Source: an optimization exercise on an open RTL-to-GDS flow (aim: small area). Production flows keep margins and buffers that such runs may drop. Only simulation tests tie the RTL to the original design; equivalence was not proved. Power is estimated from default activity; no workload was simulated.

## uart_top
module uart_top(
	input clk,
	input wire rst,
	input wire uart_rx,
	output wire uart_tx,
	output wire[3:0] led
    );
wire [11:0] cnt;
wire        tick;
wire        tick0;
wire [4:0]  u;
wire        txstart;
wire        clr;
wire [7:0]  q;
uart_rx UART_RX (
	.clock    (clk),
	.i_rst    (rst),
	.i_rx     (uart_rx),
	.o_cnt    (cnt),
	.o_tick   (tick),
	.o_tick0  (tick0),
	.o_u      (u),
	.o_txstart(txstart)
	);
filter LPF (
	.clock   (clk),
	.i_rst   (rst),
	.i_rx    (uart_rx),
	.i_clr   (clr),
	.i_cnt   (cnt),
	.i_u     (u),
	.o_q     (q)
	);
uart_tx UART_TX (
	.clock    (clk),
	.i_rst    (rst),
	.i_tick   (tick),
	.i_tick0  (tick0),
	.i_start  (txstart),
	.i_data   (q),
	.o_tx     (uart_tx),
	.o_led    (led),
	.o_clr    (clr)
	);
endmodule
export LEC_CHECK = 0
export CAP_MARGIN = 20
export CORE_MARGIN = 2
export CORE_UTILIZATION = 65
export SLEW_MARGIN = 20
create_clock -name core_clock -period 20.0 [get_ports {clk}]
standard.sh (not shown) runs the stock make flow with config.mk's settings and CLKGATE_MAP_FILE= SYNTH_SCRIPT=/design/flow/synth_recipe.tcl, a recipe that flattens the netlist after the stock synthesis.
==> flow/flow/run.sh <==
#!/bin/bash
# The standard layout with two changes:
#  - synthesis is the standard synthesis script with ABC mapping for area
#    (flow/abc_area.tcl); registers are mapped before ABC and are unchanged;
#  - clock tree synthesis adds no dummy loads.
# Each tool's log is under orfs/logs/; this script's own output goes to
# standard.log.
set -euo pipefail
{ head -n 1 synth_recipe.tcl; cat flow/abc_area.tcl; tail -n +2 synth_recipe.tcl; } > flow_synth.tcl
sed "s#SYNTH_SCRIPT=[^ ]*synth_recipe.tcl#SYNTH_SCRIPT=$PWD/flow_synth.tcl#" standard.sh > flow_standard.sh
grep -q "SYNTH_SCRIPT=$PWD/flow_synth.tcl" flow_standard.sh
export CTS_ARGS="-sink_clustering_enable -repair_clock_nets -dont_use_dummy_load -buf_list sky130_fd_sc_hd__clkbuf_4 -sink_clustering_size 12 -sink_clustering_max_diameter 40"
bash flow_standard.sh > standard.log 2>&1
==> flow/flow/abc_area.tcl <==
# Map with ABC's own default script for the library instead of ORFS's
# delay-driven script (and without its -D target), which trades area for depth.
proc abc {args} {
  set out {}
  set skip 0
  foreach a $args {
    if {$skip} { set skip 0; continue }
    if {$a eq "-script" || $a eq "-D"} { set skip 1; continue }
    lappend out $a
  }
  yosys abc {*}$out
}
The starting point passed the timing, design-rule and antenna checks.
Rerun with:
==> flow/flow/run.sh (replaced) <==
#!/bin/bash
# The standard layout (standard.sh) with these changes:
#  - synthesis is the standard synthesis script, with ABC mapping for area
#    (flow/abc_area.tcl, flow/abc.script); registers are mapped before ABC and
#    are unchanged;
#  - clock tree synthesis uses clkbuf_4 in small clusters and adds no dummy
#    loads;
#  - port buffers are buf_1.
# Each tool's log is under orfs/logs/; this script's own output goes to
# standard.log.
set -euo pipefail
{ head -n 1 synth_recipe.tcl; sed "s#@ABC_SCRIPT@#$PWD/flow/abc.script#" flow/abc_area.tcl; tail -n +2 synth_recipe.tcl; } > flow_synth.tcl
sed "s#SYNTH_SCRIPT=[^ ]*synth_recipe.tcl#SYNTH_SCRIPT=$PWD/flow_synth.tcl#" standard.sh > flow_standard.sh
grep -q "SYNTH_SCRIPT=$PWD/flow_synth.tcl" flow_standard.sh
export CTS_ARGS="-sink_clustering_enable -repair_clock_nets -dont_use_dummy_load -buf_list sky130_fd_sc_hd__clkbuf_4 -sink_clustering_size 13 -sink_clustering_max_diameter 40"
export BUFFER_PORTS_ARGS="-buffer_cell sky130_fd_sc_hd__buf_1"
bash flow_standard.sh > standard.log 2>&1
==> flow/flow/abc.script (new file) <==
strash
&get -n
&fraig -x
&put
scorr
dc2
strash
&get -n
&dch -f
&nf -R 1000
&put
topo
==> flow/flow/abc_area.tcl (replaced) <==
# Map with an area-oriented ABC script (flow/abc.script, whose path run.sh
# puts in place of @ABC_SCRIPT@) instead of ORFS's delay-driven script and its
# -D target.
proc abc {args} {
  set out {}
  set skip 0
  foreach a $args {
    if {$skip} { set skip 0; continue }
    if {$a eq "-script" || $a eq "-D"} { set skip 1; continue }
    lappend out $a
  }
  yosys abc {*}$out -script @ABC_SCRIPT@
}
- The new run ran to the end with no violations
- power falls by 0.89%
- synthesized cell count falls by 1.0%
- fmax rises by 4.7%
- final area falls by 1.4%

==> afterwards: timing with drivers on the ports <==
The results above use ideal ports. As a check the final layouts listed here were re-extracted and re-timed, cells and wires unchanged.
Step 1: set_driving_cell puts a clkbuf_16 on clk and a buf_2 on each other input, an assumption about the parent block.
Step 2 times the ports against the registers' clock, not the clock port: input delays grow and output delays shrink by t, the midpoint of the rising clock arrivals with the driver on.
Three values: no drivers, after step 1, after step 2; two values: the first two.
run	t (ns)	slack for setup (ns)	worst setup path at the end	cell pins on the clock port's net
the first run	0.653	13.694 / 13.656 / 14.309	register to output	1
the second run	0.647	13.980 / 13.946 / 14.592	register to output	1
After both steps every run listed still meets setup and hold.
